Background: an optimization exercise with open tools, aiming at small area. Do not read the settings as production practice.
Only simulation tests tie the RTL to the original design; equivalence was not proved.
Power is estimated from default activity; no workload was simulated.

--- design/flow/config.mk ---
export PLATFORM = sky130hd
export DESIGN_NAME = extra_sketchy
export DESIGN_NICKNAME = extra_sketchy
export VERILOG_FILES = /design/flow/design.v
export SDC_FILE = /design/flow/constraint.sdc
export NUM_CORES = 8
export LEC_CHECK = 0
export CAP_MARGIN = 20
export CORE_MARGIN = 2
export CORE_UTILIZATION = 50
export SLEW_MARGIN = 20
--- design/flow/constraint.sdc ---
create_clock -name core_clock -period 12.0 [get_ports {clk}]
set_input_delay 2.4000 -clock core_clock [delete_from_list [all_inputs] [get_ports {clk}]]
set_output_delay 2.4000 -clock core_clock [all_outputs]
set_load 0.01 [all_outputs]
--- design/flow/design.v ---
`timescale 1ns / 1ps
module button(
    input clk,
    input rst,
    input debounce_clk,
    input button,
    output reg pressed
    );
    reg [1:0] step;
    always @(posedge clk) begin
        if (rst) begin
            step <= 2'b0;
            pressed <= 1'b0;
        end
        else begin
            if (debounce_clk)
                step <= {button, step[1]};
            pressed <= step[1] & ~step[0] & debounce_clk;
        end
    end
endmodule
`timescale 1ns / 1ps
module switch(
    input clk,
    input rst,
    input debounce_clk,
    input switch,
    output state
    );
    reg [1:0] step;
    always @(posedge clk) begin
        if (rst)
            step <= 2'b0;
        else if (debounce_clk)
            step <= {switch, step[1]};
    end
    assign state = step[0];
endmodule
`timescale 1ns / 1ps
module debouncer(
    input clk,
    input rst,
    input debounce_clk,
    input increase_button,
    input decrease_button,
    input [7:0] sw,
    output increase,
    output decrease,
    output [7:0] color
    );
    button inc(clk, rst, debounce_clk, increase_button, increase);
    button dec(clk, rst, debounce_clk, decrease_button, decrease);
    genvar i;
    generate
        for (i = 0; i < 8; i = i + 1) begin : switch_instantiation
            switch s(clk, rst, debounce_clk, sw[i], color[7-i]);
        end
    endgenerate
endmodule
`timescale 1ns / 1ps
module clock(
    input clk,
    input rst,
    output reg [7:0] c8,
    output reg fresh,         
    output pix,               
    output db                 
    );
    reg started;
    always @(posedge clk) begin
        if (rst) begin
            c8 <= 8'd0;
            started <= 1'b0;
            fresh <= 1'b1;
        end
        else begin
            c8 <= c8 + 8'd1;
            started <= 1'b1;
            if (c8 == 8'd99)
                fresh <= 1'b0;
        end
    end
    assign pix = started & (c8[1:0] == 2'd0);
    assign db = started & (c8 == 8'd0);
endmodule
`timescale 1ns / 1ps
module spi(
    input clk,
    input rst,
    input tick,
    input [1:0] phase,        
    input fresh,
    input miso,
    output ss,
    output sck,
    output reg xb7, x1, x0, yb7, y1, y0, bt,
    output b_edge,            
    output p_edge,            
    output age_ge4,
    output age_ge5,
    output age_le99,
    output age_le103
    );
    reg [2:0] sb;
    reg [5:0] w;
    always @(posedge clk) begin
        if (rst) begin
            sb <= 3'd5;
            w <= 6'd0;
        end
        else if (tick) begin
            if (sb == 3'd5) begin
                if (w == 6'd31) begin
                    sb <= 3'd0;
                    w <= 6'd0;
                end
                else
                    w <= w + 6'd1;
            end
            else if ((w == 6'd36 && sb != 3'd4) || w == 6'd37) begin
                sb <= (sb == 3'd4) ? 3'd5 : sb + 3'd1;
                w <= 6'd0;
            end
            else
                w <= w + 6'd1;
        end
    end
    assign ss = (sb == 3'd5) && (w == 6'd0);
    assign sck = (sb != 3'd5) && (w < 6'd16) && w[0];
    always @(posedge clk) begin
        if (tick) begin
            if (sb == 3'd0 && w == 6'd1) xb7 <= miso;
            if (sb == 3'd1 && w == 6'd13) x1 <= miso;
            if (sb == 3'd1 && w == 6'd15) x0 <= miso;
            if (sb == 3'd2 && w == 6'd1) yb7 <= miso;
            if (sb == 3'd3 && w == 6'd13) y1 <= miso;
            if (sb == 3'd3 && w == 6'd15) y0 <= miso;
            if (sb == 3'd4 && w == 6'd13) bt <= miso;
        end
    end
    assign b_edge = (sb == 3'd4) && (w == 6'd37) && (phase == 2'd1);
    assign p_edge = (sb == 3'd5) && (w == 6'd0) && (phase == 2'd1) && !fresh;
    wire young = (sb == 3'd4) && (w == 6'd37) && (phase != 2'd1);
    assign age_ge4 = !young;
    assign age_ge5 = !young && !((sb == 3'd5) && (w == 6'd0) && (phase == 2'd1));
    assign age_le99 = young || ((sb == 3'd5) && (w <= 6'd23));
    assign age_le103 = young || ((sb == 3'd5) && (w <= 6'd24));
endmodule
`timescale 1ns / 1ps
module joystick(
    input clk,
    input rst,
    input b_edge,
    input p_edge,
    input xb7, x1, x0, yb7, y1, y0, bt,
    output reg [4:0] x,
    output reg [3:0] y,
    output reg button,
    output reg [4:0] px,      
    output reg [3:0] py,
    output reg pbutton        
    );
    function [7:0] addsub;
        input [7:0] a;
        input [7:0] b;
        input sub;
        integer i;
        reg c, bb;
        begin
            c = sub;
            for (i = 0; i < 8; i = i + 1) begin
                bb = b[i] ^ sub;
                addsub[i] = a[i] ^ bb ^ c;
                c = (a[i] & bb) | (a[i] & c) | (bb & c);
            end
        end
    endfunction
    reg [5:0] rx;
    reg [6:0] ry;
    wire [1:0] vx = x1 ? {x0, xb7} : ~{x0, xb7};
    wire [1:0] vy = y1 ? {y0, yb7} : ~{y0, yb7};
    wire xup = x1;
    wire [7:0] tx8 = addsub({2'b0, rx}, {4'b0, vx, 2'b0}, !xup);
    wire [6:0] tx = tx8[6:0];
    wire xover = !tx[6] && tx[5:0] >= 6'd51;
    wire xunder = tx[6];
    wire xclamp = xup && (x > 5'd17 || (x == 5'd17 && tx[5:0] > 6'd28));
    wire [7:0] txc8 = addsub({2'b0, tx[5:0]}, xover ? 8'd13 : xunder ? 8'd51 : 8'd0, 1'b0);
    wire [5:0] txc = txc8[5:0];
    wire yup = !y1;
    wire [7:0] ty = addsub({1'b0, ry}, {5'b0, vy, 2'b0}, !yup);
    wire yover = !ty[7] && ty[6:0] >= 7'd68;
    wire yunder = ty[7];
    wire yclamp = yup && (y > 4'd13 || (y == 4'd13 && ty[6:0] > 7'd11));
    wire [7:0] tyc8 = addsub({1'b0, ty[6:0]}, yover ? 8'd60 : yunder ? 8'd68 : 8'd0, 1'b0);
    wire [6:0] tyc = tyc8[6:0];
    wire [7:0] xpm = addsub({3'b0, x}, 8'd1, xunder);
    wire [7:0] ypm = addsub({4'b0, y}, 8'd1, yunder);
    always @(posedge clk) begin
        if (rst) begin
            button <= 1'b0;
            x <= 5'd0;
            rx <= 6'd0;
            y <= 4'd0;
            ry <= 7'd0;
        end
        else begin
            if (b_edge)
                button <= bt;
            if (p_edge) begin
                if (xclamp) begin
                    x <= 5'd20;
                    rx <= 6'd3;
                end
                else if (xunder && x == 5'd0)
                    rx <= 6'd0;
                else begin
                    rx <= txc;
                    if (xover || xunder)
                        x <= xpm[4:0];
                end
                if (yclamp) begin
                    y <= 4'd15;
                    ry <= 7'd3;
                end
                else if (yunder && y == 4'd0)
                    ry <= 7'd0;
                else begin
                    ry <= tyc;
                    if (yover || yunder)
                        y <= ypm[3:0];
                end
            end
        end
    end
    always @(posedge clk) begin
        if (b_edge)
            pbutton <= button;
        if (p_edge) begin
            px <= x;
            py <= y;
        end
    end
endmodule
`timescale 1ns / 1ps
module vga(
    input clk,
    input rst,
    input tick,
    output hsync,
    output vsync,
    output active,
    output blank,             
    output [4:0] col,         
    output [3:0] row,         
    output next_cell          
    );
    reg [9:0] h, v;
    always @(posedge clk) begin
        if (rst) begin
            h <= 10'd656;
            v <= 10'd490;
        end
        else if (tick) begin
            h <= (h == 10'd799) ? 10'd0 : h + 10'd1;
            if (h == 10'd655)
                v <= (v == 10'd520) ? 10'd0 : v + 10'd1;
        end
    end
    assign hsync = !(h >= 10'd656 && h < 10'd752);
    assign vsync = !(v == 10'd490 || v == 10'd491);
    assign col = h[9:5];
    assign row = v[8:5];
    assign blank = h >= 10'd640;
    assign active = !blank && (v < 10'd480);
    assign next_cell = tick && (h[4:0] == 5'd31) && (col < 5'd19);
endmodule
`timescale 1ns / 1ps
module radius(
    input clk,
    input rst,
    input increase,
    input decrease,
    input capture,
    output reg [3:0] radius,
    output reg [3:0] prev
    );
    parameter MAX_RADIUS = 10;
    always @(posedge clk) begin
        if (rst)
            radius <= 4'd0;
        else if (increase && !decrease && radius < MAX_RADIUS)
            radius <= radius + 4'd1;
        else if (decrease && !increase && radius != 4'd0)
            radius <= radius - 4'd1;
    end
    always @(posedge clk)
        if (capture)
            prev <= radius;
endmodule
`timescale 1ns / 1ps
module image(
    input clk,
    input rst,
    input fresh,              
    input [7:0] c8,           
    input [4:0] x, px,
    input [3:0] y, py,
    input [3:0] r, pr,
    input b, pb,
    input b_edge,             
    input age_ge4, age_ge5, age_le99, age_le103,    
    input [7:0] color, pcolor,
    output reg [4:0] hcol,
    output reg [3:0] k3,
    output [7:0] wb0, wb1, wb2
    );
    always @(posedge clk) begin
        if (rst) begin
            hcol <= 5'd0;
            k3 <= 4'd0;
        end
        else if (hcol == 5'd19) begin
            hcol <= 5'd0;
            k3 <= (k3 == 4'd12) ? 4'd0 : k3 + 4'd3;
        end
        else
            hcol <= hcol + 5'd1;
    end
    function [5:0] sub6;
        input [5:0] a;
        input [5:0] b;
        integer i;
        reg c;
        begin
            c = 1'b1;
            for (i = 0; i < 6; i = i + 1) begin
                sub6[i] = a[i] ^ ~b[i] ^ c;
                c = (a[i] & ~b[i]) | (a[i] & c) | (~b[i] & c);
            end
        end
    endfunction
    function [6:0] add7;
        input [6:0] a;
        input [6:0] b;
        integer i;
        reg c;
        begin
            c = 1'b0;
            for (i = 0; i < 7; i = i + 1) begin
                add7[i] = a[i] ^ b[i] ^ c;
                c = (a[i] & b[i]) | (a[i] & c) | (b[i] & c);
            end
        end
    endfunction
    function [6:0] sub7;
        input [6:0] a;
        input [6:0] b;
        integer i;
        reg c;
        begin
            c = 1'b1;
            for (i = 0; i < 7; i = i + 1) begin
                sub7[i] = a[i] ^ ~b[i] ^ c;
                c = (a[i] & ~b[i]) | (a[i] & c) | (~b[i] & c);
            end
        end
    endfunction
    function [5:0] neg6;
        input [5:0] a;
        integer i;
        reg c;
        begin
            c = 1'b1;
            for (i = 0; i < 6; i = i + 1) begin
                neg6[i] = ~a[i] ^ c;
                c = ~a[i] & c;
            end
        end
    endfunction
    function le;
        input [5:0] a;
        input [5:0] b;
        integer i;
        reg t;
        begin
            t = 1'b1;
            for (i = 0; i < 6; i = i + 1)
                t = (~a[i] & b[i]) | (~(a[i] & ~b[i]) & t);
            le = t;
        end
    endfunction
    function [2:0] rw;
        input [5:0] d;
        input [3:0] r;
        reg [6:0] lo, hi;
        begin
            lo = sub7({d[5], d}, {3'b0, r});
            hi = add7({d[5], d}, {3'b0, r});
            rw[0] = lo[6] | (lo == 7'd0);
            rw[1] = (lo[6] | (lo <= 7'd1)) && !hi[6] && (hi >= 7'd1);
            rw[2] = (lo[6] | (lo <= 7'd2)) && !hi[6] && (hi >= 7'd2);
            rw[0] = rw[0] && !hi[6];
        end
    endfunction
    reg neg, big;
    always @(posedge clk) begin
        if (rst) begin
            neg <= 1'b0;
            big <= 1'b0;
        end
        else if (b_edge) begin
            neg <= 1'b1;
            big <= 1'b0;
        end
        else if (c8 == 8'd0) begin
            neg <= 1'b0;
            big <= age_ge4;
        end
    end
    wire xyold = age_ge5;                                
    wire rchg = c8 != 8'd1;                              
    wire mid_on = xyold && (neg || !rchg);               
    wire sR_in = (c8 >= 8'd2) && (c8 <= 8'd100);
    wire sR_g = sR_in && (neg ? pb : b);
    wire sR_oo = xyold && !big;
    wire sB_g = age_le99 && pb;
    wire sB_ro = rchg && !neg;
    wire sB_oo = xyold && sB_ro;
    wire sB_nn = !xyold && !sB_ro;
    wire sX_g = xyold && age_le103 && b;
    wire sX_ro = rchg && !neg;
    wire [2:0] G, Gn;
    assign G[0] = b | (sB_g && sB_nn);
    assign G[1] = (sR_g && sR_oo) | (sB_g && sB_oo) | (sX_g && sX_ro);
    assign G[2] = (sR_g && !sR_oo) | (sB_g && !sB_oo && !sB_nn) | (sX_g && !sX_ro);
    assign Gn[0] = b | (sB_g && sB_nn && neg);
    assign Gn[1] = (sR_g && sR_oo) | (sB_g && sB_oo && neg) | (sX_g && sX_ro && !big);
    assign Gn[2] = (sR_g && !sR_oo) | (sB_g && !sB_oo && !sB_nn && neg) | (sX_g && !sX_ro && !big);
    wire [5:0] dxn = sub6({1'b0, x}, {1'b0, hcol});
    wire [5:0] dxo = sub6({1'b0, px}, {1'b0, hcol});
    wire [5:0] dyn = sub6({2'b0, y}, {2'b0, k3});
    wire [5:0] dyo = sub6({2'b0, py}, {2'b0, k3});
    wire [5:0] dym = mid_on ? dyo : dyn;
    wire [3:0] rm = mid_on ? r : pr;
    wire [5:0] axn = dxn[5] ? neg6(dxn) : dxn;
    wire [5:0] axo = dxo[5] ? neg6(dxo) : dxo;
    wire [5:0] axm = mid_on ? axo : axn;
    wire [2:0] colK = {le(axm, {2'b0, rm}), le(axo, {2'b0, pr}), le(axn, {2'b0, r})};
    wire [2:0] rn = rw(dyn, r);
    wire [2:0] ro = rw(dyo, pr);
    wire [2:0] rmm = rw(dym, rm);
    wire [2:0] rowK0 = {rmm[0], ro[0], rn[0]};
    wire [2:0] rowK1 = {rmm[1], ro[1], rn[1]};
    wire [2:0] rowK2 = {rmm[2], ro[2], rn[2]};
    wire [2:0] h0 = colK & rowK0;
    wire [2:0] h1 = colK & rowK1;
    wire [2:0] h2 = colK & rowK2;
    reg [799:0] ring0, ring1, ring2;
    assign wb0 = fresh ? 8'd0 : |(G & h0) ? (|(Gn & h0) ? color : pcolor) : ring0[7:0];
    assign wb1 = fresh ? 8'd0 : |(G & h1) ? (|(Gn & h1) ? color : pcolor) : ring1[7:0];
    assign wb2 = fresh ? 8'd0 : |(G & h2) ? (|(Gn & h2) ? color : pcolor) : ring2[7:0];
    always @(posedge clk) begin
        ring0 <= {wb0, ring0[799:8]};
        ring1 <= {wb1, ring1[799:8]};
        ring2 <= {wb2, ring2[799:8]};
    end
endmodule
`timescale 1ns / 1ps
module draw(
    input clk,
    input active,
    input blank,
    input [4:0] col,
    input [3:0] row,
    input next_cell,
    input [4:0] hcol,
    input [3:0] k3,
    input [7:0] wb0, wb1, wb2,
    input [4:0] x,
    input [3:0] y,
    input [3:0] r,
    input b,
    input [7:0] color,
    output [7:0] pixel
    );
    reg [1:0] ri;
    reg [3:0] rk3;
    always @* begin
        case (row)
            4'd0, 4'd3, 4'd6, 4'd9, 4'd12: ri = 2'd0;
            4'd1, 4'd4, 4'd7, 4'd10, 4'd13: ri = 2'd1;
            4'd2, 4'd5, 4'd8, 4'd11, 4'd14: ri = 2'd2;
            default: ri = 2'd3;
        endcase
        rk3 = row - {2'b0, ri};
    end
    wire [4:0] qcol = blank ? 5'd0 : col;
    wire [4:0] tcol = blank ? 5'd0 : col + 5'd1;
    wire match = (hcol == tcol) && (k3 == rk3) && (ri != 2'd3);
    wire [7:0] wbd = (ri == 2'd0) ? wb0 : (ri == 2'd1) ? wb1 : wb2;
    function [6:0] add7;
        input [6:0] a;
        input [6:0] b;
        integer i;
        reg c;
        begin
            c = 1'b0;
            for (i = 0; i < 7; i = i + 1) begin
                add7[i] = a[i] ^ b[i] ^ c;
                c = (a[i] & b[i]) | (a[i] & c) | (b[i] & c);
            end
        end
    endfunction
    function [6:0] sub7;
        input [6:0] a;
        input [6:0] b;
        integer i;
        reg c;
        begin
            c = 1'b1;
            for (i = 0; i < 7; i = i + 1) begin
                sub7[i] = a[i] ^ ~b[i] ^ c;
                c = (a[i] & ~b[i]) | (a[i] & c) | (~b[i] & c);
            end
        end
    endfunction
    function [5:0] neg6;
        input [5:0] a;
        integer i;
        reg c;
        begin
            c = 1'b1;
            for (i = 0; i < 6; i = i + 1) begin
                neg6[i] = ~a[i] ^ c;
                c = ~a[i] & c;
            end
        end
    endfunction
    function le;
        input [5:0] a;
        input [5:0] b;
        integer i;
        reg t;
        begin
            t = 1'b1;
            for (i = 0; i < 6; i = i + 1)
                t = (~a[i] & b[i]) | (~(a[i] & ~b[i]) & t);
            le = t;
        end
    endfunction
    wire [6:0] d = sub7({2'b0, x}, {2'b0, qcol});
    wire [6:0] lo = add7(d, {3'b0, r});           
    wire [6:0] hi = sub7({3'b0, r}, d);           
    wire [5:0] dy = sub7({3'b0, y}, {3'b0, row});
    wire [5:0] ay = dy[5] ? neg6(dy) : dy;
    wire rowc = le(ay, {2'b0, r});
    wire covq = rowc && !lo[6] && !hi[6];
    wire covp = rowc && !lo[6] && (lo != 7'd0) && (!hi[6] || hi == 7'h7f);
    reg [7:0] P, Q;
    wire [7:0] pt = (b && covp) ? color : P;
    always @(posedge clk) begin
        P <= (match && !blank) ? wbd : pt;
        Q <= (match && blank) ? wbd : next_cell ? pt : (b && covq) ? color : Q;
    end
    assign pixel = active ? (covq ? color : Q) : 8'd0;
endmodule
`timescale 1ns / 1ps
module extra_sketchy(
    input clk,
    input rst,
    input [7:0] sw,
    input btnL,
    input btnR,
    input MISO,
    output SS,
    output MOSI,
    output SCK,
    output Hsync,
    output Vsync,
    output [2:0] vgaRed,
    output [2:0] vgaGreen,
    output [1:0] vgaBlue
    );
    wire [7:0] c8;
    wire fresh, pix, db;
    wire increase, decrease;
    wire [7:0] color;
    reg [7:0] pcolor;
    wire [3:0] radius, pradius;
    wire xb7, x1, x0, yb7, y1, y0, bt, b_edge, p_edge;
    wire [4:0] x, px;
    wire [3:0] y, py;
    wire button, pbutton;
    wire age_ge4, age_ge5, age_le99, age_le103;
    wire active, next_cell;
    wire [4:0] col, hcol;
    wire blank;
    wire [3:0] row, k3;
    wire [7:0] wb0, wb1, wb2, pixel;
    clock divider(clk, rst, c8, fresh, pix, db);
    debouncer debounce(clk, rst, db, btnL, btnR, sw, increase, decrease, color);
    always @(posedge clk)
        if (c8 == 8'd0)
            pcolor <= color;
    radius #(10) radius_controller(clk, rst, increase, decrease, c8 == 8'd1, radius, pradius);
    spi spi_controller(clk, rst, pix, c8[1:0], fresh, MISO, SS, SCK, xb7, x1, x0, yb7, y1, y0, bt, b_edge, p_edge, age_ge4, age_ge5, age_le99, age_le103);
    assign MOSI = 1'b1;
    joystick jstk(clk, rst, b_edge, p_edge, xb7, x1, x0, yb7, y1, y0, bt, x, y, button, px, py, pbutton);
    vga vga_controller(clk, rst, pix, Hsync, Vsync, active, blank, col, row, next_cell);
    image memory(clk, rst, fresh, c8, x, px, y, py, radius, pradius, button, pbutton, b_edge, age_ge4, age_ge5, age_le99, age_le103, color, pcolor, hcol, k3, wb0, wb1, wb2);
    draw drawer(clk, active, blank, col, row, next_cell, hcol, k3, wb0, wb1, wb2, x, y, radius, button, color, pixel);
    assign vgaRed = pixel[2:0];
    assign vgaGreen = pixel[5:3];
    assign vgaBlue = pixel[7:6];
endmodule
--- design/flow/flow/run.sh ---
#!/bin/bash
# The standard ORFS flow (the standard.sh, all steps) with two changes:
# the clock tree is built from clkbuf_8 cells in clusters of up to 22 sinks
# and without dummy loads, and the port buffers are buf_1 cells.
# make's full output goes to flow.log; ORFS keeps each step's log under orfs/logs.
set -euo pipefail
bash standard.sh \
  "CTS_ARGS=-sink_clustering_enable -repair_clock_nets -sink_clustering_size 22 -sink_clustering_max_diameter 70 -buf_list sky130_fd_sc_hd__clkbuf_8 -dont_use_dummy_load" \
  "BUFFER_PORTS_ARGS=-buffer_cell sky130_fd_sc_hd__buf_1" \
  finish > flow.log 2>&1
--- design/flow/standard.sh ---
#!/bin/bash
# synth_recipe.tcl (not shown) runs the flow's synth.tcl, then flattens the netlist and writes it again
# the make line also repeats each setting of config.mk as NAME=value (left out here)
make -C /OpenROAD-flow-scripts/flow DESIGN_CONFIG=/design/flow/config.mk WORK_HOME=/design/flow/orfs CLKGATE_MAP_FILE= SYNTH_SCRIPT=/design/flow/synth_recipe.tcl "${@:-finish}"
==> results of run 1 <==
-- logic make-up (layout without fill, tap and decap cells) --
family | after synthesis | after routing | share of synthesized area
compound gates | 279 | 279 | 0.0303
xor+xnor | 54 | 54 | 0.00796
fa+ha+maj | 147 | 147 | 0.0391
buf+inv | 192 | 309 | 0.0124
flops | 2546 | 2546 | 0.864
mux | 62 | 62 | 0.0110
other cells | 1 | 4 | 0.0000631
simple gates | 418 | 418 | 0.0352
-- area by class of cell --
class	instances	area (um^2)
antenna	3	7.51
clock buffer	141	1940
fill	9577	54700
inverter	137	514
multi-input combinational	961	7360
sequential	2546	51300
tap	1536	1920
timing repair buffer	31	144
-- sequential cells by signal (all words and copies together) (netlist names), 5 cells and up --
| signal | count |
|---|---|
| memory.ring0 | 800 |
| memory.ring1 | 800 |
| memory.ring2 | 800 |
| debounce.switch_instantiation.s.step | 16 |
| vga_controller.h | 10 |
| vga_controller.v | 10 |
| divider.c8 | 8 |
| drawer.P | 8 |
| drawer.Q | 8 |
| pcolor | 8 |
| jstk.ry | 7 |
| jstk.rx | 6 |
| spi_controller.w | 6 |
| jstk.px | 5 |
| jstk.x | 5 |
| memory.hcol | 5 |
-- through the flow --
stage          power [uW]  hold slack (ps)  std cells   util  instance area [um^2]
2_1_floorplan        8800              310       3699      -                 59400
3_3_place_gp         8850              310       5211  0.520                 61300
3_5_place_dp         8850              312       5211  0.520                 61300
4_1_cts             12100              259       5352  0.536                 63200
5_1_grt             12500              253       5353  0.536                 63200
6_report            11900              256       5355  0.536                 63200
-- cells in the mapped netlist, types with 5 or more instances --
library cell and n:
nand2b_1 10, a211o_1 5, or3_1 7, dfxtp_1 2509, edfxtp_1 37, nand3_1 28
nor3b_1 6, xnor2_1 34, a21o_1 7, nand4_1 15, o21ai_0 67, o22ai_1 10
nor2b_1 25, a21oi_1 86, a221o_1 7, and2_1 18, o221ai_1 9, nand2_1 120
inv_1 136, a22oi_1 17, nor3_1 23, xor2_1 20, a21boi_0 9, fa_1 66
or2_2 8, nor4_1 8, a211oi_1 22, ha_1 77, a31oi_1 5, nand3b_1 5
and3_1 11, nor2_1 110, and4_1 7, mux2i_1 54, clkbuf_1 45
-- routing by layer --
metal | GRT usage | part of all wire | wire (um)
met5 | 0 | 0 | 0
met4 | 0.0530 | 0.033 | 2440
met3 | 0.0290 | 0.047 | 3490
met2 | 0.168 | 0.38 | 28000
met1 | 0.193 | 0.54 | 40400
-- critical path: stages, from the launching register on --
cell and delay (ps):
dfxtp_1 400, o21ai_1 320, and2_1 210, ha_1 150, inv_1 50, fa_1 550
inv_1 70, fa_1 450, fa_1 420, fa_1 390, inv_1 60, ha_1 130
inv_1 40, ha_1 170, a21oi_1 110, nand2_1 70, or2_2 480, mux2i_1 190
nor2_1 130, buf_1 170
-- worst paths after layout --
kind / slack, ps / end / from / cells after the start
min: 260 / memory.ring2[424] / memory.ring2[432] / 0
min reg2reg: 260 / memory.ring2[424] / memory.ring2[432] / 0
max reg2reg: 5670 / drawer.Q[7] / divider.c8[0] / 22
max: 4240 / vgaGreen[2] / vga_controller.h[7] / 19
-- power groups by stage --
stage | combinational (uW) | sequential (uW) | clock (uW)
floorplan | 122 | 8680 | 0
global placement | 160 | 8690 | 0
detailed placement | 162 | 8690 | 0
CTS | 164 | 8500 | 3480
global route | 186 | 8500 | 3770
finish | 164 | 8490 | 3280
==> impl_metrics.json, run 1 <==
{
  "yosysSeqAreaShare": 0.864,
  "vias_per_cell": 4.40,
  "worst_slack_ps": 4240,
  "gr-usage-all-layers": 0.125,
  "synthesis.nets": 3855,
  "fin_setup_tns_ps": 0,
  "crit_path_end_kind": "output pin",
  "post_cts_buffers": 0,
  "p_clk_frac": 0.275,
  "synth_area_um2": 59400,
  "io_buffers": 24,
  "start_kind": "flip-flop",
  "syn_to_final_growth_pct": 6.41,
  "die_h_um": 349,
  "status": "no timing/DRC/antenna violations",
  "cp_max_fo": 10,
  "drt_iter0_drc": 1317,
  "cts_sinks": 2546,
  "p_switching_uw": 2330,
  "globalplace.congestion": 0.854,
  "root_buffer": "clkbuf_8",
  "yosys.cell_types.count": 80,
  "p_int_uw": 9610,
  "required_ps": 9600,
  "synthTopCellsByArea": "dfxtp_1 (85%), fa_1 (2.2%), edfxtp_1 (1.9%), ha_1 (1.6%), mux2i_1 (0.91%)",
  "dr.pass1.iters": 5,
  "clkTransAtPathRegs_ps": 110,
  "drtAntennaViolNets": 0,
  "drive_gt1_frac": 0.0461,
  "antenna_found_initial": 3,
  "avgRoutedWirePerCell_um": 13.9,
  "setup_viol": 0,
  "async_flop_share": 0,
  "ys_ff_latch": 2546,
  "final_common_cell": "dfxtp_1",
  "finClkSkew_ps": 73.9,
  "num_vias": 23600,
  "fmax_ghz": 0.129,
  "grt_pass1_vias": 22900,
  "coreArea_um2": 118000,
  "hp-class": "reg2reg",
  "rows": 126,
  "holdBufCountCts": 0,
  "min_period_ps": 7760,
  "drc_errors": 0,
  "synth.largest_area_cell": "dfxtp_1",
  "grt_max_degree": 49,
  "synth_area_per_cell_um2": 16.1,
  "combPwrFrac": 0.014,
  "ios": 26,
  "power_density_nw_per_um2": 189,
  "synth_top_cell_area_share": 0.845,
  "start_util": 0.504,
  "hold_violations": 0,
  "synth_edf_count": 37,
  "period_share": 0.647,
  "yosys_warnings": 10,
  "layout_common_cells": "dfxtp_1 (2509), clkbuf_8 (141), inv_1 (136)",
  "cts_buffers": 141,
  "p_leak_uw": 0.0249,
  "insertion_delay_ps": 820,
  "pre_cts_ws_ps": 5010,
  "synth_ff_type": "dfxtp_1",
  "grt_first_pass_wirelength_um": 121000,
  "p_seq_frac": 0.712,
  "hpwl_um": 44500,
  "peakVddDrop_v": 0.000130,
  "die_w_um": 349,
  "dieArea_um2": 122000,
  "syn_inst": 3699,
  "routed_wl_um": 74300,
  "htree_levels": 4,
  "path_class": "reg2out",
  "maxCapViolations": 0,
  "cts_buffer_depth": 3,
  "slew_headroom": 0.351,
  "grt-ovfl-total": 0,
  "cp.arrival_ps": 5360,
  "swShare": 0.195,
  "cts_tree": "built",
  "fin_nets": 3974,
  "rsz0062_at_grt": "no",
  "post_cts_resize_count": 0,
  "drv_slew": 0,
  "tightest_slew_ps": 972
}
==> run 2, diff against run 1 <==
==> design/flow/flow/run.sh (replaced) <==
#!/bin/bash
# The standard ORFS flow (the standard.sh, all steps) with two changes:
# the clock tree is built from clkbuf_8 cells in clusters of up to 20 sinks
# and without dummy loads, and the port buffers are buf_1 cells.
# make's full output goes to flow.log; ORFS keeps each step's log under orfs/logs.
set -euo pipefail
bash standard.sh \
  "CTS_ARGS=-sink_clustering_enable -repair_clock_nets -sink_clustering_size 20 -sink_clustering_max_diameter 60 -buf_list sky130_fd_sc_hd__clkbuf_8 -dont_use_dummy_load" \
  "BUFFER_PORTS_ARGS=-buffer_cell sky130_fd_sc_hd__buf_1" \
  finish > flow.log 2>&1
==> run 2 against run 1 <==
Sequential power is essentially flat; global-route usage hardly changed; final area increased by 0.28%; critical path depth stayed put; power grew 0.94%.
==> impl_metrics.json, run 2 <==
{
  "grt_max_degree": 49,
  "p_leak_uw": 0.0250,
  "combPwrFrac": 0.014,
  "layout_common_cells": "dfxtp_1 (2509), clkbuf_8 (154), inv_1 (136)",
  "finClkSkew_ps": 101,
  "grt-ovfl-total": 0,
  "die_w_um": 349,
  "rsz0062_at_grt": "no",
  "drt_iter0_drc": 1355,
  "hp-class": "reg2reg",
  "drive_gt1_frac": 0.0494,
  "routed_wl_um": 74500,
  "final_common_cell": "dfxtp_1",
  "drtAntennaViolNets": 0,
  "fmax_ghz": 0.129,
  "crit_path_end_kind": "output pin",
  "htree_levels": 4,
  "p_int_uw": 9700,
  "synth_ff_type": "dfxtp_1",
  "ys_ff_latch": 2546,
  "swShare": 0.195,
  "grt_pass1_vias": 23100,
  "grt_first_pass_wirelength_um": 122000,
  "synth_edf_count": 37,
  "rows": 126,
  "dr.pass1.iters": 5,
  "synth_common_cells": "dfxtp_1 (2509), inv_1 (136), nand2_1 (120)",
  "status": "no timing/DRC/antenna violations",
  "slew_headroom": 0.349,
  "synthesis.nets": 3855,
  "coreArea_um2": 118000,
  "yosys.cell_types.count": 80,
  "clkTransAtPathRegs_ps": 110,
  "postLayoutCellArea_um2": 63400,
  "drc_errors": 0,
  "syn_to_final_growth_pct": 6.71,
  "cp_max_fo": 10,
  "hpwl_um": 44500,
  "hold_violations": 0,
  "syn_inst": 3699,
  "post_cts_buffers": 0,
  "yosys_warnings": 10,
  "synth_top_cell_area_share": 0.845,
  "maxCapViolations": 0,
  "synth.most_common_cell": "dfxtp_1",
  "cts_buffers": 154,
  "fin_setup_tns_ps": 0,
  "period_share": 0.648,
  "vias_per_cell": 4.39,
  "num_vias": 23600,
  "p_clk_frac": 0.281,
  "required_ps": 9600,
  "synth.largest_area_cell": "dfxtp_1",
  "synthTopCellsByArea": "dfxtp_1 (85%), fa_1 (2.2%), edfxtp_1 (1.9%), ha_1 (1.6%), mux2i_1 (0.91%)",
  "tightest_slew_ps": 975,
  "top_regs": "memory.ring0 x800, memory.ring1 x800, memory.ring2 x800",
  "synth_area_per_cell_um2": 16.1,
  "io_buffers": 24,
  "cts_tree": "built",
  "die_h_um": 349,
  "holdBufCountCts": 0,
  "cp.arrival_ps": 5380,
  "setup_viol": 0,
  "globalplace.congestion": 0.854,
  "yosysSeqAreaShare": 0.864,
  "start_kind": "flip-flop",
  "power_density_nw_per_um2": 190,
  "place_area_um2": 61300,
  "p_seq_frac": 0.705,
  "start_util": 0.504,
  "antenna_found_initial": 3,
  "drv_slew": 0,
  "cts_sinks": 2546,
  "avgRoutedWirePerCell_um": 13.9,
  "p_switching_uw": 2350,
  "insertion_delay_ps": 820,
  "dieArea_um2": 122000,
  "fin_nets": 3987,
  "worst_slack_ps": 4220,
  "pre_cts_ws_ps": 5010,
  "root_buffer": "clkbuf_8",
  "ios": 26,
  "peakVddDrop_v": 0.000123,
  "post_cts_resize_count": 0,
  "gr-usage-all-layers": 0.126,
  "min_period_ps": 7780,
  "cts_buffer_depth": 3,
  "async_flop_share": 0,
  "synth_area_um2": 59400,
  "path_class": "reg2out"
}
[run 2: cells by family (layout without fill, tap and decap cells)]
kind of cell,after synthesis,count (layout),synth area share
flops,2546,2546,0.864
simple gates,418,418,0.0352
compound gates,279,279,0.0303
buf+inv,192,322,0.0124
fa+ha+maj,147,147,0.0391
mux,62,62,0.0110
xor+xnor,54,54,0.00796
other cells,1,2,0.0000631
[run 2: worst max-delay path, stage by stage, from the launching register on]
cell and delay, ps:
dfxtp_1 410, o21ai_1 320, and2_1 210, ha_1 150, inv_1 50, fa_1 550
inv_1 70, fa_1 450, fa_1 420, fa_1 390, inv_1 60, ha_1 130
inv_1 40, ha_1 170, a21oi_1 110, nand2_1 70, or2_2 480, mux2i_1 190
nor2_1 130, buf_1 170
[run 2: power by group through the flow]
stage / logic, uW / clock network [uW] / registers (uW)
after floorplan: 122 / 0 / 8680
after global placement: 160 / 0 / 8690
after detailed placement: 162 / 0 / 8690
after CTS: 164 / 3580 / 8490
after global routing: 186 / 3890 / 8500
final: 164 / 3390 / 8490
[run 2: layout make-up]
cell class	count	area (um^2)
repair buffers	31	144
multi-input cells	961	7360
well taps	1536	1920
fillers	9580	54500
flip-flops and latches	2546	51300
clock buffers	154	2120
diodes	1	2.50
inverters	137	514
[run 2: worst paths after layout]
check | start | end | slack [ps] | cells after the start
worst max-delay path | vga_controller.h[7] | vgaGreen[2] | 4220 | 19
worst min-delay path | memory.ring0[93] | memory.ring0[85] | 250 | 0
worst max register to register | divider.c8[0] | drawer.Q[3] | 5620 | 22
worst min register to register | memory.ring0[93] | memory.ring0[85] | 250 | 0
[run 2: per-stage QoR]
stage	power (uW)	cells	hold slack, ps	utilization
after detailed placement	8850	5211	312	0.520
after CTS	12200	5365	243	0.538
final	12000	5366	249	0.538
after floorplan	8800	3699	310	-
after global placement	8850	5211	310	0.520
after global routing	12600	5366	233	0.538
[run 2: layer usage]
layer  vias up  part of all wire  global-route usage
li1      12000                 -                   -
met1     11100              0.55               0.193
met2       346              0.37               0.167
met3       166             0.048              0.0297
met4         0             0.034              0.0548
met5         -                 0                   0
==> run 3, diff against run 2 <==
==> design/flow/run.sh (new file) <==
#!/bin/bash
# synth_recipe.tcl (not shown) runs the flow's synth.tcl, then flattens the netlist and writes it again
# the make line also repeats each setting of config.mk as NAME=value (left out here)
make -C /OpenROAD-flow-scripts/flow DESIGN_CONFIG=/design/flow/config.mk WORK_HOME=/design/flow/orfs CLKGATE_MAP_FILE= SYNTH_SCRIPT=/design/flow/synth_recipe.tcl finish
--- a/design/flow/config.mk
+++ b/design/flow/config.mk
@@ -10,2 +10,5 @@
 export CORE_UTILIZATION = 50
+export CTS_BUF_LIST = sky130_fd_sc_hd__clkbuf_8
+export CTS_CLUSTER_DIAMETER = 60
+export CTS_CLUSTER_SIZE = 20
 export SLEW_MARGIN = 20
removed: design/flow/flow/run.sh
removed: design/flow/standard.sh
==> run 3 against run 2 <==
Still clean on timing, DRC and antenna; final cell count grew 0.78%; combinational power is essentially flat; core utilization grew 0.50 points; setup slack lost 390 ps; hold slack gained 51 ps; largest power group unchanged.
==> impl_metrics.json, run 3 <==
{
  "status": "no timing/DRC/antenna violations",
  "power_density_nw_per_um2": 193,
  "coreArea_um2": 118000,
  "synth_area_per_cell_um2": 16.1,
  "async_flop_share": 0,
  "hold_path.startpoint": "memory.ring0[725]",
  "start_kind": "flip-flop",
  "cp_max_fo": 10,
  "fin_setup_tns_ps": 0,
  "yosysSeqAreaShare": 0.864,
  "reg2reg_from": "divider.c8[0]",
  "min_path_cells": 0,
  "setup_viol": 0,
  "synth_edf_count": 37,
  "start_util": 0.504,
  "worstHoldEndpoint": "memory.ring0[717]",
  "cts_buffers": 156,
  "required_ps": 9600,
  "die_w_um": 349,
  "tightest_slew_ps": 980,
  "cts_sinks": 2546,
  "htree_levels": 4,
  "cp.arrival_ps": 5770,
  "drtAntennaViolNets": 0,
  "globalplace.congestion": 0.847,
  "place_area_um2": 61400,
  "crit_path_end_kind": "output pin",
  "syn_inst": 3699,
  "peakVddDrop_v": 0.000119,
  "yosys_warnings": 10,
  "antenna_found_initial": 2,
  "synth.largest_area_cell": "dfxtp_1",
  "hp-class": "reg2reg",
  "grt_pass1_vias": 23700,
  "ios": 26,
  "rr_endpoint": "drawer.Q[6]",
  "num_vias": 23700,
  "insertion_delay_ps": 840,
  "cts_tree": "built",
  "synth.most_common_cell": "dfxtp_1",
  "die_h_um": 349,
  "post_cts_buffers": 0,
  "routed_wl_um": 74700,
  "clkTransAtPathRegs_ps": 110,
  "rows": 126,
  "finClkSkew_ps": 47.6,
  "reg2reg_setup_slack_ps": 5460,
  "hpwl_um": 44400,
  "layout_common_cells": "dfxtp_1 (2509), clkbuf_8 (162), inv_1 (142)",
  "r2r_cells": 21,
  "maxCapViolations": 0,
  "root_buffer": "clkbuf_8",
  "fmax_ghz": 0.122,
  "dr_wl_met2_um": 28200,
  "postLayoutCellArea_um2": 64000,
  "hold_violations": 0,
  "grt-ovfl-total": 0,
  "synthTopCellsByArea": "dfxtp_1 (85%), fa_1 (2.2%), edfxtp_1 (1.9%), ha_1 (1.6%), mux2i_1 (0.91%)",
  "yosys.cell_types.count": 80,
  "drc_errors": 0,
  "drive_gt1_frac": 0.0579,
  "syn_to_final_growth_pct": 7.70,
  "synth_top_cell_area_share": 0.845,
  "drv_slew": 0,
  "grt_max_degree": 42,
  "wl_met3_um": 3150,
  "io_buffers": 24,
  "path_class": "reg2out",
  "grt_first_pass_wirelength_um": 124000,
  "ys_ff_latch": 2546,
  "period_share": 0.681,
  "synthesis.nets": 3855,
  "synth_area_um2": 59400,
  "final_common_cell": "dfxtp_1",
  "drt_iter0_drc": 1260,
  "top_layer": "met4",
  "p_leak_uw": 0.0253,
  "avgRoutedWirePerCell_um": 13.8,
  "synth_ff_type": "dfxtp_1",
  "min_period_ps": 8170,
  "slew_headroom": 0.346,
  "met1Wirelength_um": 41100,
  "synth_common_cells": "dfxtp_1 (2509), inv_1 (136), nand2_1 (120)",
  "post_cts_resize_count": 0,
  "dr.pass1.iters": 7,
  "fin_nets": 3988,
  "holdWs_ps": 300,
  "gr-usage-all-layers": 0.127,
  "holdBufCountCts": 0,
  "vias_per_cell": 4.38,
  "rsz0062_at_grt": "no",
  "dieArea_um2": 122000,
  "top_regs": "memory.ring0 x800, memory.ring1 x800, memory.ring2 x800",
  "cts_buffer_depth": 3
}
==> run 3: worst max-delay path, cell delays in order (launching register included) <==
cell	delay [ps]
dfxtp_1	410
o21ai_1	320
and2_1	190
ha_1	140
inv_1	50
fa_1	550
inv_1	80
fa_1	450
fa_1	420
fa_1	390
inv_1	60
ha_1	130
inv_1	40
ha_1	160
a21oi_1	110
nand2_1	80
or2_2	470
mux2i_1	180
nor2_1	140
clkdlybuf4s50_1	550
==> run 3: cell families (layout without fill, tap and decap cells) <==
group	after synthesis	count (layout)	synth area share
other	1	3	0.0000631
xor gates and xnor gates	54	54	0.00796
AOI/OAI and AO/OA	279	279	0.0303
buffers and inverters	192	363	0.0124
and+or+nand+nor	418	418	0.0352
muxes	62	62	0.0110
adders and majority gates	147	147	0.0391
DFF	2546	2546	0.864
==> run 3: cell type report <==
cell class / instances / area (um^2)
flip-flops and latches: 2546 / 51300
repair buffers: 30 / 280
multi-input cells: 961 / 7360
clock buffers: 162 / 2230
well taps: 1536 / 1920
diodes: 2 / 5.00
fillers: 9558 / 53900
inverters: 137 / 514
clock inverters: 34 / 342
==> run 3: how the worst max path moves through the flow <==
stage | depth (start not counted) | slack (ps) | startpoint | to
after detailed placement | 19 | 4630 | vga_controller.h[7] | vgaGreen[2]
final | 19 | 3830 | vga_controller.h[7] | vgaBlue[1]
after CTS | 19 | 3650 | vga_controller.h[7] | vgaRed[2]
after floorplan | 20 | 5320 | vga_controller.h[7] | vgaBlue[0]
after global placement | 19 | 4670 | vga_controller.h[7] | vgaGreen[2]
after global routing | 19 | 3410 | vga_controller.h[7] | vgaGreen[2]
==> run 3: per-layer routing <==
layer | GRT usage | up-vias
li1 | - | 12000
met1 | 0.194 | 11200
met2 | 0.170 | 317
met3 | 0.0309 | 159
met4 | 0.0537 | 0
met5 | 0 | -
==> run 3: report_power, final <==
group          switching [uW]  leakage [uW]  internal, uW
clock                    2360       0.00135          1310
combinational             103       0.00336          64.0
sequential               16.2        0.0206          8480
==> run 3: per-stage QoR <==
stage | cells | util | setup slack (ps) | total power, uW
finish | 5408 | 0.543 | 3830 | 12300
global route | 5408 | 0.543 | 3410 | 12900
CTS | 5406 | 0.543 | 3650 | 12500
detailed placement | 5210 | 0.521 | 4630 | 8850
global placement | 5210 | 0.521 | 4670 | 8850
floorplan | 3699 | - | 5320 | 8800

re-timing with driven ports:
The flow's constraints put no driver on any port. The routed layouts listed below were extracted and timed again, unchanged, in two steps.
Step 1 assumes that a clkbuf_16 drives the clock port and a buf_2 every other input.
Step 2, shift: input delay + t, output delay - t, t = (earliest + latest rising clock arrival at the registers) / 2. This alone moves slack from input paths to output paths.
Three values: ideal, step 1, step 2; two values: the first two.
| run | t, ns | setup WS [ns] | worst setup path at the end | slew at the worst register clock pin (ns) |
|---|---|---|---|---|
| run 1 | 0.853 | 4.238 / 4.171 / 5.024 | register to output | 0.12 / 0.12 |
| run 2 | 0.842 | 4.220 / 4.153 / 4.995 | register to output | 0.11 / 0.11 |
| run 3 | 0.887 | 3.833 / 3.768 / 4.654 | register to output | 0.12 / 0.12 |
After both steps every run listed still meets setup and hold.
